What follows belongs to an exercise in optimizing a design on an open flow for small area; a production flow would make more cautious choices.
Only simulation tests tie the RTL to the original design; equivalence was not proved.
No activity file was given, so power comes from the tool's default toggle rates.

==> v37 <==
==> flow/design.v <==
module angle_delay_lut (
    input  wire [7:0] angle_in,
    output logic [5:0] delay_out
);
always_comb begin
    case (angle_in)
        8'd0: delay_out = 6'd39;
        8'd1: delay_out = 6'd39;
        8'd2: delay_out = 6'd39;
        8'd3: delay_out = 6'd39;
        8'd4: delay_out = 6'd39;
        8'd5: delay_out = 6'd39;
        8'd6: delay_out = 6'd39;
        8'd7: delay_out = 6'd39;
        8'd8: delay_out = 6'd39;
        8'd9: delay_out = 6'd39;
        8'd10: delay_out = 6'd39;
        8'd11: delay_out = 6'd39;
        8'd12: delay_out = 6'd38;
        8'd13: delay_out = 6'd38;
        8'd14: delay_out = 6'd38;
        8'd15: delay_out = 6'd38;
        8'd16: delay_out = 6'd38;
        8'd17: delay_out = 6'd38;
        8'd18: delay_out = 6'd37;
        8'd19: delay_out = 6'd37;
        8'd20: delay_out = 6'd37;
        8'd21: delay_out = 6'd37;
        8'd22: delay_out = 6'd36;
        8'd23: delay_out = 6'd36;
        8'd24: delay_out = 6'd36;
        8'd25: delay_out = 6'd36;
        8'd26: delay_out = 6'd35;
        8'd27: delay_out = 6'd35;
        8'd28: delay_out = 6'd35;
        8'd29: delay_out = 6'd34;
        8'd30: delay_out = 6'd34;
        8'd31: delay_out = 6'd34;
        8'd32: delay_out = 6'd33;
        8'd33: delay_out = 6'd33;
        8'd34: delay_out = 6'd33;
        8'd35: delay_out = 6'd32;
        8'd36: delay_out = 6'd32;
        8'd37: delay_out = 6'd31;
        8'd38: delay_out = 6'd31;
        8'd39: delay_out = 6'd30;
        8'd40: delay_out = 6'd30;
        8'd41: delay_out = 6'd30;
        8'd42: delay_out = 6'd29;
        8'd43: delay_out = 6'd29;
        8'd44: delay_out = 6'd28;
        8'd45: delay_out = 6'd28;
        8'd46: delay_out = 6'd27;
        8'd47: delay_out = 6'd27;
        8'd48: delay_out = 6'd26;
        8'd49: delay_out = 6'd26;
        8'd50: delay_out = 6'd25;
        8'd51: delay_out = 6'd25;
        8'd52: delay_out = 6'd24;
        8'd53: delay_out = 6'd23;
        8'd54: delay_out = 6'd23;
        8'd55: delay_out = 6'd22;
        8'd56: delay_out = 6'd22;
        8'd57: delay_out = 6'd21;
        8'd58: delay_out = 6'd21;
        8'd59: delay_out = 6'd20;
        8'd60: delay_out = 6'd19;
        8'd61: delay_out = 6'd19;
        8'd62: delay_out = 6'd18;
        8'd63: delay_out = 6'd18;
        8'd64: delay_out = 6'd17;
        8'd65: delay_out = 6'd16;
        8'd66: delay_out = 6'd16;
        8'd67: delay_out = 6'd15;
        8'd68: delay_out = 6'd14;
        8'd69: delay_out = 6'd14;
        8'd70: delay_out = 6'd13;
        8'd71: delay_out = 6'd12;
        8'd72: delay_out = 6'd12;
        8'd73: delay_out = 6'd11;
        8'd74: delay_out = 6'd10;
        8'd75: delay_out = 6'd10;
        8'd76: delay_out = 6'd9;
        8'd77: delay_out = 6'd8;
        8'd78: delay_out = 6'd8;
        8'd79: delay_out = 6'd7;
        8'd80: delay_out = 6'd6;
        8'd81: delay_out = 6'd6;
        8'd82: delay_out = 6'd5;
        8'd83: delay_out = 6'd4;
        8'd84: delay_out = 6'd4;
        8'd85: delay_out = 6'd3;
        8'd86: delay_out = 6'd2;
        8'd87: delay_out = 6'd2;
        8'd88: delay_out = 6'd1;
        8'd89: delay_out = 6'd0;
        8'd90: delay_out = 6'd0;
        8'd91: delay_out = 6'd0;
        8'd92: delay_out = 6'd1;
        8'd93: delay_out = 6'd2;
        8'd94: delay_out = 6'd2;
        8'd95: delay_out = 6'd3;
        8'd96: delay_out = 6'd4;
        8'd97: delay_out = 6'd4;
        8'd98: delay_out = 6'd5;
        8'd99: delay_out = 6'd6;
        8'd100: delay_out = 6'd6;
        8'd101: delay_out = 6'd7;
        8'd102: delay_out = 6'd8;
        8'd103: delay_out = 6'd8;
        8'd104: delay_out = 6'd9;
        8'd105: delay_out = 6'd10;
        8'd106: delay_out = 6'd10;
        8'd107: delay_out = 6'd11;
        8'd108: delay_out = 6'd12;
        8'd109: delay_out = 6'd12;
        8'd110: delay_out = 6'd13;
        8'd111: delay_out = 6'd14;
        8'd112: delay_out = 6'd14;
        8'd113: delay_out = 6'd15;
        8'd114: delay_out = 6'd16;
        8'd115: delay_out = 6'd16;
        8'd116: delay_out = 6'd17;
        8'd117: delay_out = 6'd18;
        8'd118: delay_out = 6'd18;
        8'd119: delay_out = 6'd19;
        8'd120: delay_out = 6'd19;
        8'd121: delay_out = 6'd20;
        8'd122: delay_out = 6'd21;
        8'd123: delay_out = 6'd21;
        8'd124: delay_out = 6'd22;
        8'd125: delay_out = 6'd22;
        8'd126: delay_out = 6'd23;
        8'd127: delay_out = 6'd23;
        8'd128: delay_out = 6'd24;
        8'd129: delay_out = 6'd25;
        8'd130: delay_out = 6'd25;
        8'd131: delay_out = 6'd26;
        8'd132: delay_out = 6'd26;
        8'd133: delay_out = 6'd27;
        8'd134: delay_out = 6'd27;
        8'd135: delay_out = 6'd28;
        8'd136: delay_out = 6'd28;
        8'd137: delay_out = 6'd29;
        8'd138: delay_out = 6'd29;
        8'd139: delay_out = 6'd30;
        8'd140: delay_out = 6'd30;
        8'd141: delay_out = 6'd30;
        8'd142: delay_out = 6'd31;
        8'd143: delay_out = 6'd31;
        8'd144: delay_out = 6'd32;
        8'd145: delay_out = 6'd32;
        8'd146: delay_out = 6'd33;
        8'd147: delay_out = 6'd33;
        8'd148: delay_out = 6'd33;
        8'd149: delay_out = 6'd34;
        8'd150: delay_out = 6'd34;
        8'd151: delay_out = 6'd34;
        8'd152: delay_out = 6'd35;
        8'd153: delay_out = 6'd35;
        8'd154: delay_out = 6'd35;
        8'd155: delay_out = 6'd36;
        8'd156: delay_out = 6'd36;
        8'd157: delay_out = 6'd36;
        8'd158: delay_out = 6'd36;
        8'd159: delay_out = 6'd37;
        8'd160: delay_out = 6'd37;
        8'd161: delay_out = 6'd37;
        8'd162: delay_out = 6'd37;
        8'd163: delay_out = 6'd38;
        8'd164: delay_out = 6'd38;
        8'd165: delay_out = 6'd38;
        8'd166: delay_out = 6'd38;
        8'd167: delay_out = 6'd38;
        8'd168: delay_out = 6'd38;
        8'd169: delay_out = 6'd39;
        8'd170: delay_out = 6'd39;
        8'd171: delay_out = 6'd39;
        8'd172: delay_out = 6'd39;
        8'd173: delay_out = 6'd39;
        8'd174: delay_out = 6'd39;
        8'd175: delay_out = 6'd39;
        8'd176: delay_out = 6'd39;
        8'd177: delay_out = 6'd39;
        8'd178: delay_out = 6'd39;
        8'd179: delay_out = 6'd39;
        8'd180: delay_out = 6'd39;
        default: delay_out = 6'd0;
    endcase
end
endmodule
`default_nettype none
module beamformer (
    input  wire                clk_in,
    input  wire                rst_in,
    input  wire         [ 7:0] angle_in,
    input  wire                valid_in,
    input  wire  signed [23:0] audio_in_1,
    input  wire  signed [23:0] audio_in_2,
    input  wire  signed [23:0] audio_in_3,
    input  wire  signed [23:0] audio_in_4,
    output logic signed [23:0] audio_out,
    output logic               valid_out
);
  localparam int N = 13;   
  localparam int R = 3;    
  logic [5:0] d;
  angle_delay_lut angle_delay_lut (
    .angle_in(angle_in),
    .delay_out(d)
  );
  wire       dir = angle_in > 8'd90;        
  wire       d0 = d == 6'd0;
  wire [6:0] key = {dir & ~d0, d};          
  logic [6:0] key_prev;
  wire       delay_change = key != key_prev;
  wire       clr = rst_in | delay_change;
  logic [6:0] count;
  wire  [6:0] d3 = {1'b0, d} + {d, 1'b0};
  logic [5:1] valid_r;
  always_ff @(posedge clk_in) begin
    key_prev <= key;
    if (clr) count <= {6'd0, valid_in};
    else if (valid_in && count != 7'd127) count <= count + 7'd1;
    if (clr) valid_r <= '0;
    else begin
      valid_r[1] <= valid_in;
      valid_r[2] <= valid_r[1];
      valid_r[3] <= valid_r[2] && count > d3;
      valid_r[4] <= valid_r[3];
      valid_r[5] <= valid_r[4];
    end
  end
  assign valid_out = valid_r[5];
  logic [3:0] ring_pos;
  logic [1:0] last_r;
  logic [3:0] last_s;
  always_ff @(posedge clk_in) begin
    if (rst_in) begin
      ring_pos <= 4'd0;
      last_r   <= 2'd0;
      last_s   <= 4'd0;
    end else begin
      ring_pos <= (ring_pos == 4'd0) ? 4'(N - 1) : ring_pos - 4'd1;
      if (valid_in) begin
        if (last_s == 4'(N - 1)) begin
          last_s <= 4'd0;
          last_r <= (last_r == 2'(R - 1)) ? 2'd0 : last_r + 2'd1;
        end else begin
          last_s <= last_s + 4'd1;
        end
      end
    end
  end
  wire [3:0] ring_head = (ring_pos == 4'(N - 1)) ? 4'd0 : ring_pos + 4'd1;
  logic [R-1:0] we;
  always_comb
    for (int r = 0; r < R; r++) we[r] = (last_s == ring_pos) && (last_r == 2'(r));
  wire [6:0] last_lin = 7'(last_r) * 7'(N) + 7'(last_s);
  wire [6:0] tgt_raw = last_lin + 7'(N * R + 1) - 7'(d);
  wire [6:0] tgt = (tgt_raw >= 7'(N * R)) ? tgt_raw - 7'(N * R) : tgt_raw;
  logic [1:0] tgt_r;
  logic [3:0] tgt_s;
  always_comb begin
    if (tgt >= 7'(2 * N)) begin
      tgt_r = 2'd2;
      tgt_s = 4'(tgt - 7'(2 * N));
    end else if (tgt >= 7'(N)) begin
      tgt_r = 2'd1;
      tgt_s = 4'(tgt - 7'(N));
    end else begin
      tgt_r = 2'd0;
      tgt_s = 4'(tgt);
    end
  end
  wire fetch = ring_head == tgt_s;
  wire signed [23:0] a = dir ? audio_in_1 : audio_in_4;   
  wire signed [23:0] b = dir ? audio_in_2 : audio_in_3;   
  wire signed [23:0] c = dir ? audio_in_3 : audio_in_2;   
  wire signed [23:0] e = dir ? audio_in_4 : audio_in_1;   
  logic signed [23:0] cap1, pf1;
  logic signed [24:0] cap2, pf2;
  logic signed [25:0] cap3, pf3;
  logic [23:0] rd1;
  logic [24:0] rd2;
  logic [25:0] rd3;
  wire signed [24:0] s2 = (d0 ? a : pf1) + b;
  wire signed [25:0] s3 = (d0 ? s2 : pf2) + c;
  wire signed [25:0] s4 = (d0 ? s3 : pf3) + e;
  always_ff @(posedge clk_in) begin
    if (valid_in) begin
      cap1 <= a;
      cap2 <= s2;
      cap3 <= s3;
      audio_out <= s4[25:2];
    end
    if (fetch) begin
      pf1 <= rd1;
      pf2 <= rd2;
      pf3 <= rd3;
    end
  end
  sample_rings #(.W(24), .N(N), .R(R)) line1 (
    .clk_in(clk_in), .wdata(cap1), .we(we), .rsel(tgt_r), .rdata(rd1)
  );
  sample_rings #(.W(25), .N(N), .R(R)) line2 (
    .clk_in(clk_in), .wdata(cap2), .we(we), .rsel(tgt_r), .rdata(rd2)
  );
  sample_rings #(.W(26), .N(N), .R(R)) line3 (
    .clk_in(clk_in), .wdata(cap3), .we(we), .rsel(tgt_r), .rdata(rd3)
  );
endmodule
module sample_rings #(
    parameter int W = 24,
    parameter int N = 13,
    parameter int R = 3
) (
    input  wire          clk_in,
    input  wire  [W-1:0] wdata,
    input  wire  [R-1:0] we,
    input  wire  [  1:0] rsel,
    output logic [W-1:0] rdata
);
  logic [R*W-1:0] heads;
  for (genvar r = 0; r < R; r++) begin : g_ring
    logic [N*W-1:0] ring;
    always_ff @(posedge clk_in)
      ring <= {ring[(N-1)*W-1:0], we[r] ? wdata : ring[N*W-1 -: W]};
    assign heads[r*W +: W] = ring[W-1:0];
  end
  always_comb begin
    rdata = heads[W-1:0];
    for (int r = 1; r < R; r++)
      if (rsel == 2'(r)) rdata = heads[r*W +: W];
  end
endmodule
`default_nettype wire
==> flow/run.sh <==
#!/bin/bash
# synth_recipe.tcl (not shown) runs the flow's synth.tcl, then flattens the netlist and writes it again
# the make line also repeats each setting of config.mk as NAME=value (left out here)
make -C /OpenROAD-flow-scripts/flow DESIGN_CONFIG=/design/flow/config.mk WORK_HOME=/design/flow/orfs CLKGATE_MAP_FILE= SYNTH_SCRIPT=/design/flow/synth_recipe.tcl finish
==> flow/config.mk <==
export PLATFORM = sky130hd
export DESIGN_NAME = beamformer
export DESIGN_NICKNAME = beamformer
export VERILOG_FILES = /design/flow/design.v
export SDC_FILE = /design/flow/constraint.sdc
export NUM_CORES = 4
export LEC_CHECK = 0
export CAP_MARGIN = 20
export CORE_MARGIN = 2
export CORE_UTILIZATION = 25
export PLACE_DENSITY = 0.4
export SLEW_MARGIN = 20
export SYNTH_MEMORY_MAX_BITS = 16384
==> flow/constraint.sdc <==
create_clock -name core_clock -period 10.0 [get_ports {clk_in}]
set_input_delay 2.0000 -clock core_clock [delete_from_list [all_inputs] [get_ports {clk_in}]]
set_output_delay 2.0000 -clock core_clock [all_outputs]
set_load 0.01 [all_outputs]
==> inputs of v32, as changes to v37 <==
--- a/flow/design.v
+++ b/flow/design.v
@@ -216,7 +216,8 @@
   wire       delay_change = key != key_prev;
   wire       clr = rst_in | delay_change;
   logic [6:0] count;
-  wire  [6:0] d3 = {1'b0, d} + {d, 1'b0};
+  wire  [5:0] d_prev = key_prev[5:0];
+  wire  [6:0] d3 = {1'b0, d_prev} + {d_prev, 1'b0};
   logic [5:1] valid_r;
   always_ff @(posedge clk_in) begin
     key_prev <= key;
@@ -257,7 +258,7 @@
   always_comb
     for (int r = 0; r < R; r++) we[r] = (last_s == ring_pos) && (last_r == 2'(r));
   wire [6:0] last_lin = 7'(last_r) * 7'(N) + 7'(last_s);
-  wire [6:0] tgt_raw = last_lin + 7'(N * R + 1) - 7'(d);
+  wire [6:0] tgt_raw = last_lin + 7'(N * R + 1) - 7'(d_prev);
   wire [6:0] tgt = (tgt_raw >= 7'(N * R)) ? tgt_raw - 7'(N * R) : tgt_raw;
   logic [1:0] tgt_r;
   logic [3:0] tgt_s;
@@ -284,16 +285,22 @@
   logic [23:0] rd1;
   logic [24:0] rd2;
   logic [25:0] rd3;
-  wire signed [24:0] s2 = (d0 ? a : pf1) + b;
-  wire signed [25:0] s3 = (d0 ? s2 : pf2) + c;
-  wire signed [25:0] s4 = (d0 ? s3 : pf3) + e;
+  wire signed [24:0] x2 = d0 ? 25'(a) : 25'(pf1);
+  wire signed [25:0] x3 = d0 ? 26'(e) : 26'(pf2);
+  wire signed [25:0] x4 = d0 ? 26'(cap2) : pf3;
+  wire signed [25:0] y4 = d0 ? cap3 : 26'(e);
+  logic [24:0] s2;
+  logic [25:0] s3, s4;
+  cs_adder #(.W(25), .L(13)) add2 (.x(x2), .y(25'(b)), .s(s2));
+  cs_adder #(.W(26), .L(13)) add3 (.x(x3), .y(26'(c)), .s(s3));
+  cs_adder #(.W(26), .L(13)) add4 (.x(x4), .y(y4), .s(s4));
   always_ff @(posedge clk_in) begin
     if (valid_in) begin
       cap1 <= a;
       cap2 <= s2;
       cap3 <= s3;
-      audio_out <= s4[25:2];
     end
+    if (d0 ? valid_r[1] : valid_in) audio_out <= s4[25:2];
     if (fetch) begin
       pf1 <= rd1;
       pf2 <= rd2;
@@ -334,4 +341,31 @@
       if (rsel == 2'(r)) rdata = heads[r*W +: W];
   end
 endmodule
+module cs_adder #(
+    parameter int W = 25,
+    parameter int L = 13
+) (
+    input  wire  [W-1:0] x,
+    input  wire  [W-1:0] y,
+    output logic [W-1:0] s
+);
+  localparam int H = W - L;
+  logic [L:0] cl;
+  logic [H:0] c0, c1;
+  logic [H-1:0] h0, h1;
+  assign cl[0] = 1'b0;
+  for (genvar i = 0; i < L; i++) begin : g_lo
+    assign s[i] = x[i] ^ y[i] ^ cl[i];
+    assign cl[i+1] = (x[i] & y[i]) | (x[i] & cl[i]) | (y[i] & cl[i]);
+  end
+  assign c0[0] = 1'b0;
+  assign c1[0] = 1'b1;
+  for (genvar i = 0; i < H; i++) begin : g_hi
+    assign h0[i] = x[L+i] ^ y[L+i] ^ c0[i];
+    assign c0[i+1] = (x[L+i] & y[L+i]) | (x[L+i] & c0[i]) | (y[L+i] & c0[i]);
+    assign h1[i] = x[L+i] ^ y[L+i] ^ c1[i];
+    assign c1[i+1] = (x[L+i] & y[L+i]) | (x[L+i] & c1[i]) | (y[L+i] & c1[i]);
+  end
+  assign s[W-1:L] = cl[L] ? h1 : h0;
+endmodule
 `default_nettype wire
==> flow/flow/run.sh (new file) <==
#!/bin/bash
# The standard layout (standard.sh: the standard flow's synthesis, floorplan, placement, routing), with
# a sparser clock tree: clusters of up to 16 flip-flops per clkbuf_8, no dummy loads, and
# single-size port buffers. The make output goes to flow_make.log; each ORFS step writes its
# own log under orfs/logs/.
set -euo pipefail
cd "$(dirname "${BASH_SOURCE[0]}")/.."
bash standard.sh \
  "CTS_ARGS=-sink_clustering_enable -repair_clock_nets -dont_use_dummy_load -buf_list {sky130_fd_sc_hd__clkbuf_8} -sink_clustering_size 16 -sink_clustering_max_diameter 50" \
  "BUFFER_PORTS_ARGS=-buffer_cell sky130_fd_sc_hd__buf_1" \
  finish > flow_make.log 2>&1
==> flow/standard.sh (new file) <==
#!/bin/bash
# synth_recipe.tcl (not shown) runs the flow's synth.tcl, then flattens the netlist and writes it again
# the make line also repeats each setting of config.mk as NAME=value (left out here)
make -C /OpenROAD-flow-scripts/flow DESIGN_CONFIG=/design/flow/config.mk WORK_HOME=/design/flow/orfs CLKGATE_MAP_FILE= SYNTH_SCRIPT=/design/flow/synth_recipe.tcl "${@:-finish}"
Settings changed: CORE_UTILIZATION 25 to 55, PLACE_DENSITY 0.4 to 0.65.
removed: flow/run.sh
==> inputs of v27, as changes to v37 <==
--- a/flow/design.v
+++ b/flow/design.v
@@ -216,7 +216,8 @@
   wire       delay_change = key != key_prev;
   wire       clr = rst_in | delay_change;
   logic [6:0] count;
-  wire  [6:0] d3 = {1'b0, d} + {d, 1'b0};
+  wire  [5:0] d_prev = key_prev[5:0];
+  wire  [6:0] d3 = {1'b0, d_prev} + {d_prev, 1'b0};
   logic [5:1] valid_r;
   always_ff @(posedge clk_in) begin
     key_prev <= key;
@@ -257,7 +258,7 @@
   always_comb
     for (int r = 0; r < R; r++) we[r] = (last_s == ring_pos) && (last_r == 2'(r));
   wire [6:0] last_lin = 7'(last_r) * 7'(N) + 7'(last_s);
-  wire [6:0] tgt_raw = last_lin + 7'(N * R + 1) - 7'(d);
+  wire [6:0] tgt_raw = last_lin + 7'(N * R + 1) - 7'(d_prev);
   wire [6:0] tgt = (tgt_raw >= 7'(N * R)) ? tgt_raw - 7'(N * R) : tgt_raw;
   logic [1:0] tgt_r;
   logic [3:0] tgt_s;
@@ -284,16 +285,22 @@
   logic [23:0] rd1;
   logic [24:0] rd2;
   logic [25:0] rd3;
-  wire signed [24:0] s2 = (d0 ? a : pf1) + b;
-  wire signed [25:0] s3 = (d0 ? s2 : pf2) + c;
-  wire signed [25:0] s4 = (d0 ? s3 : pf3) + e;
+  wire signed [24:0] x2 = d0 ? 25'(a) : 25'(pf1);
+  wire signed [25:0] x3 = d0 ? 26'(e) : 26'(pf2);
+  wire signed [25:0] x4 = d0 ? 26'(cap2) : pf3;
+  wire signed [25:0] y4 = d0 ? cap3 : 26'(e);
+  logic [24:0] s2;
+  logic [25:0] s3, s4;
+  cs_adder #(.W(25), .L(13)) add2 (.x(x2), .y(25'(b)), .s(s2));
+  cs_adder #(.W(26), .L(13)) add3 (.x(x3), .y(26'(c)), .s(s3));
+  cs_adder #(.W(26), .L(13)) add4 (.x(x4), .y(y4), .s(s4));
   always_ff @(posedge clk_in) begin
     if (valid_in) begin
       cap1 <= a;
       cap2 <= s2;
       cap3 <= s3;
-      audio_out <= s4[25:2];
     end
+    if (d0 ? valid_r[1] : valid_in) audio_out <= s4[25:2];
     if (fetch) begin
       pf1 <= rd1;
       pf2 <= rd2;
@@ -334,4 +341,31 @@
       if (rsel == 2'(r)) rdata = heads[r*W +: W];
   end
 endmodule
+module cs_adder #(
+    parameter int W = 25,
+    parameter int L = 13
+) (
+    input  wire  [W-1:0] x,
+    input  wire  [W-1:0] y,
+    output logic [W-1:0] s
+);
+  localparam int H = W - L;
+  logic [L:0] cl;
+  logic [H:0] ch;
+  logic [H-1:0] h;
+  logic [H:0] q;   
+  assign cl[0] = 1'b0;
+  for (genvar i = 0; i < L; i++) begin : g_lo
+    assign s[i] = x[i] ^ y[i] ^ cl[i];
+    assign cl[i+1] = (x[i] & y[i]) | (x[i] & cl[i]) | (y[i] & cl[i]);
+  end
+  assign ch[0] = 1'b0;
+  assign q[0] = 1'b1;
+  for (genvar i = 0; i < H; i++) begin : g_hi
+    assign h[i] = x[L+i] ^ y[L+i] ^ ch[i];
+    assign ch[i+1] = (x[L+i] & y[L+i]) | (x[L+i] & ch[i]) | (y[L+i] & ch[i]);
+    assign q[i+1] = q[i] & h[i];
+    assign s[L+i] = h[i] ^ (cl[L] & q[i]);
+  end
+endmodule
 `default_nettype wire
==> flow/flow/run.sh (new file) <==
#!/bin/bash
# The standard layout (standard.sh: the standard flow's synthesis, floorplan, placement, routing), with
# a sparser clock tree: clusters of up to 18 flip-flops per clkbuf_8, no dummy loads, and
# single-size port buffers. The make output goes to flow_make.log; each ORFS step writes its
# own log under orfs/logs/.
set -euo pipefail
cd "$(dirname "${BASH_SOURCE[0]}")/.."
bash standard.sh \
  "CTS_ARGS=-sink_clustering_enable -repair_clock_nets -dont_use_dummy_load -buf_list {sky130_fd_sc_hd__clkbuf_8} -sink_clustering_size 18 -sink_clustering_max_diameter 60" \
  "BUFFER_PORTS_ARGS=-buffer_cell sky130_fd_sc_hd__buf_1" \
  finish > flow_make.log 2>&1
==> flow/standard.sh (new file) <==
#!/bin/bash
# synth_recipe.tcl (not shown) runs the flow's synth.tcl, then flattens the netlist and writes it again
# the make line also repeats each setting of config.mk as NAME=value (left out here)
make -C /OpenROAD-flow-scripts/flow DESIGN_CONFIG=/design/flow/config.mk WORK_HOME=/design/flow/orfs CLKGATE_MAP_FILE= SYNTH_SCRIPT=/design/flow/synth_recipe.tcl "${@:-finish}"
Settings changed: CORE_UTILIZATION 25 to 70, PLACE_DENSITY 0.4 to 0.8.
removed: flow/run.sh
==> inputs of v2, as changes to v37 <==
--- a/flow/design.v
+++ b/flow/design.v
@@ -216,7 +216,8 @@
   wire       delay_change = key != key_prev;
   wire       clr = rst_in | delay_change;
   logic [6:0] count;
-  wire  [6:0] d3 = {1'b0, d} + {d, 1'b0};
+  wire  [5:0] d_prev = key_prev[5:0];
+  wire  [6:0] d3 = {1'b0, d_prev} + {d_prev, 1'b0};
   logic [5:1] valid_r;
   always_ff @(posedge clk_in) begin
     key_prev <= key;
@@ -257,7 +258,7 @@
   always_comb
     for (int r = 0; r < R; r++) we[r] = (last_s == ring_pos) && (last_r == 2'(r));
   wire [6:0] last_lin = 7'(last_r) * 7'(N) + 7'(last_s);
-  wire [6:0] tgt_raw = last_lin + 7'(N * R + 1) - 7'(d);
+  wire [6:0] tgt_raw = last_lin + 7'(N * R + 1) - 7'(d_prev);
   wire [6:0] tgt = (tgt_raw >= 7'(N * R)) ? tgt_raw - 7'(N * R) : tgt_raw;
   logic [1:0] tgt_r;
   logic [3:0] tgt_s;
@@ -284,16 +285,22 @@
   logic [23:0] rd1;
   logic [24:0] rd2;
   logic [25:0] rd3;
-  wire signed [24:0] s2 = (d0 ? a : pf1) + b;
-  wire signed [25:0] s3 = (d0 ? s2 : pf2) + c;
-  wire signed [25:0] s4 = (d0 ? s3 : pf3) + e;
+  wire signed [24:0] x2 = d0 ? 25'(a) : 25'(pf1);
+  wire signed [25:0] x3 = d0 ? 26'(e) : 26'(pf2);
+  wire signed [25:0] x4 = d0 ? 26'(cap2) : pf3;
+  wire signed [25:0] y4 = d0 ? cap3 : 26'(e);
+  logic [24:0] s2;
+  logic [25:0] s3, s4;
+  cs_adder #(.W(25), .L(13)) add2 (.x(x2), .y(25'(b)), .s(s2));
+  cs_adder #(.W(26), .L(13)) add3 (.x(x3), .y(26'(c)), .s(s3));
+  cs_adder #(.W(26), .L(13)) add4 (.x(x4), .y(y4), .s(s4));
   always_ff @(posedge clk_in) begin
     if (valid_in) begin
       cap1 <= a;
       cap2 <= s2;
       cap3 <= s3;
-      audio_out <= s4[25:2];
     end
+    if (d0 ? valid_r[1] : valid_in) audio_out <= s4[25:2];
     if (fetch) begin
       pf1 <= rd1;
       pf2 <= rd2;
@@ -334,4 +341,31 @@
       if (rsel == 2'(r)) rdata = heads[r*W +: W];
   end
 endmodule
+module cs_adder #(
+    parameter int W = 25,
+    parameter int L = 13
+) (
+    input  wire  [W-1:0] x,
+    input  wire  [W-1:0] y,
+    output logic [W-1:0] s
+);
+  localparam int H = W - L;
+  logic [L:0] cl;
+  logic [H:0] ch;
+  logic [H-1:0] h;
+  logic [H:0] q;   
+  assign cl[0] = 1'b0;
+  for (genvar i = 0; i < L; i++) begin : g_lo
+    assign s[i] = x[i] ^ y[i] ^ cl[i];
+    assign cl[i+1] = (x[i] & y[i]) | (x[i] & cl[i]) | (y[i] & cl[i]);
+  end
+  assign ch[0] = 1'b0;
+  assign q[0] = 1'b1;
+  for (genvar i = 0; i < H; i++) begin : g_hi
+    assign h[i] = x[L+i] ^ y[L+i] ^ ch[i];
+    assign ch[i+1] = (x[L+i] & y[L+i]) | (x[L+i] & ch[i]) | (y[L+i] & ch[i]);
+    assign q[i+1] = q[i] & h[i];
+    assign s[L+i] = h[i] ^ (cl[L] & q[i]);
+  end
+endmodule
 `default_nettype wire
==> flow/flow/run.sh (new file) <==
#!/bin/bash
# The standard layout (standard.sh: the standard flow's synthesis, floorplan, placement, routing), with
# a sparser clock tree: clusters of up to 18 flip-flops per clkbuf_8, no dummy loads, and
# single-size port buffers. The make output goes to flow_make.log; each ORFS step writes its
# own log under orfs/logs/.
set -euo pipefail
cd "$(dirname "${BASH_SOURCE[0]}")/.."
bash standard.sh \
  "CTS_ARGS=-sink_clustering_enable -repair_clock_nets -dont_use_dummy_load -buf_list {sky130_fd_sc_hd__clkbuf_8} -sink_clustering_size 18 -sink_clustering_max_diameter 60" \
  "BUFFER_PORTS_ARGS=-buffer_cell sky130_fd_sc_hd__buf_1" \
  finish > flow_make.log 2>&1
==> flow/standard.sh (new file) <==
#!/bin/bash
# synth_recipe.tcl (not shown) runs the flow's synth.tcl, then flattens the netlist and writes it again
# the make line also repeats each setting of config.mk as NAME=value (left out here)
make -C /OpenROAD-flow-scripts/flow DESIGN_CONFIG=/design/flow/config.mk WORK_HOME=/design/flow/orfs CLKGATE_MAP_FILE= SYNTH_SCRIPT=/design/flow/synth_recipe.tcl "${@:-finish}"
Settings changed: ABC_AREA from default to 1, CORE_UTILIZATION 25 to 70, PLACE_DENSITY 0.4 to 0.8.
removed: flow/run.sh
==> comparison table <==
| metric | v27 | v37 | v32 | v2 |
|---|---|---|---|---|
| Worst endpoint required time | 10.66 ns | 10.56 ns | 10.61 ns | 10.61 ns |
| Total wirelength of the detailed-routed design | 128000 µm | 160000 µm | 124000 µm | 138000 µm |
| Beginning of the critical path | angle_in[1] | angle_in[0] | angle_in[1] | angle_in[1] |
| Final Util | 0.758 | 0.317 | 0.605 | 0.757 |
| Number of logic stages on the critical path including buffering | 34 | 44 | 32 | 39 |
| Slowest stage cell, crit path | sky130_fd_sc_hd__fa_1 | sky130_fd_sc_hd__clkdlybuf4s50_1 | sky130_fd_sc_hd__or4_4 | sky130_fd_sc_hd__fa_1 |
| Total Power | 0.0240 W | 0.0332 W | 0.0248 W | 0.0241 W |
| Reg2reg end | pf2[21]$_DFFE_PN_ | pf1[5]$_DFFE_PN_ | audio_out[21]$_DFFE_PP_ | pf3[20]$_DFFE_PN_ |
| Power of the sequential group | 0.0159 W | 0.0157 W | 0.0158 W | 0.0155 W |
| Post-synthesis compound-gate area fraction | 0.0201 | 0.0322 | 0.0288 | 0.0395 |
| GR Util met2 | 0.344 | 0.169 | 0.268 | 0.378 |
| Transition time at the pin with the least slew margin | 1.03 ns | 1.05 ns | 1.08 ns | 1.14 ns |
| Share of final layout cell area taken by non-clock buffers | 0.0153 | 0.0414 | 0.0183 | 0.0166 |
| Post-synthesis average cell area | 16.8 µm² | 15.9 µm² | 16.2 µm² | 14.4 µm² |
| Internal Dissipation | 0.0179 W | 0.0247 W | 0.0184 W | 0.0176 W |
| Total combinational power | 0.00301 W | 0.00548 W | 0.00358 W | 0.00346 W |
| Status | timing/DRC/antenna clean | timing/DRC/antenna clean | timing/DRC/antenna clean | timing/DRC/antenna clean |
| Clock insertion delay at the later pin of the skew report | 0.91 ns | 0.86 ns | 0.96 ns | 0.90 ns |
| Worst slack on hold paths | 0.256 ns | 0.289 ns | 0.227 ns | 0.259 ns |
| Core ar. | 0.107 mm² | 0.306 mm² | 0.138 mm² | 0.107 mm² |
| Buffers, non-clock | 225 | 460 | 259 | 237 |
| Logic inverters | 95 | 67 | 118 | 327 |
| Maximum number of pins on one net before global-route repair | 94 | 87 | 77 | 78 |
| Routability-driven placement congestion ratio | 0.858 | 0.817 | 0.847 | 0.880 |
| Adder-cell share of the synthesized area | 0.0293 | 0.0227 | 0.0257 | 0.0292 |
| Proportion of total power due to net switching | 0.254 | 0.258 | 0.258 | 0.271 |

afterwards: timing with drivers on the ports:
The flow's constraints put no driver on any port. The routed layouts listed below were extracted and timed again, unchanged, in two steps. Step 1 (the two cells are an assumption about what drives the block):
set clk [get_ports {clk_in}]
set_driving_cell -lib_cell sky130_fd_sc_hd__clkbuf_16 $clk
set_driving_cell -lib_cell sky130_fd_sc_hd__buf_2 [delete_from_list [all_inputs] $clk]
Step 2 adds t to the input delays and takes it off the output delays; t is the mean of the earliest and latest rising clock arrival at the registers after step 1. Input paths then give back, and output paths get back, about the clock's delay inside the block. Slacks: ideal ports / drivers / drivers and shift; pairs: ideal ports / drivers.
run | t (ns) | setup slack, ns | worst register clock-pin slew, ns | pins driven straight from the clock port
v37 | 0.911 | 0.484 / 0.547 / -0.364 | 0.07 / 0.07 | 1
v32 | 0.960 | 0.158 / 0.211 / -0.748 | 0.10 / 0.10 | 1
v27 | 0.924 | 0.256 / 0.303 / -0.621 | 0.11 / 0.11 | 1
v2 | 0.917 | 0.355 / 0.404 / -0.513 | 0.11 / 0.11 | 1
Met with ideal ports but missed after step 2: setup timing in every run listed. For v32, which loses most, drivers alone change the setup slack by +0.053 ns; drivers and shift together by -0.906 ns.
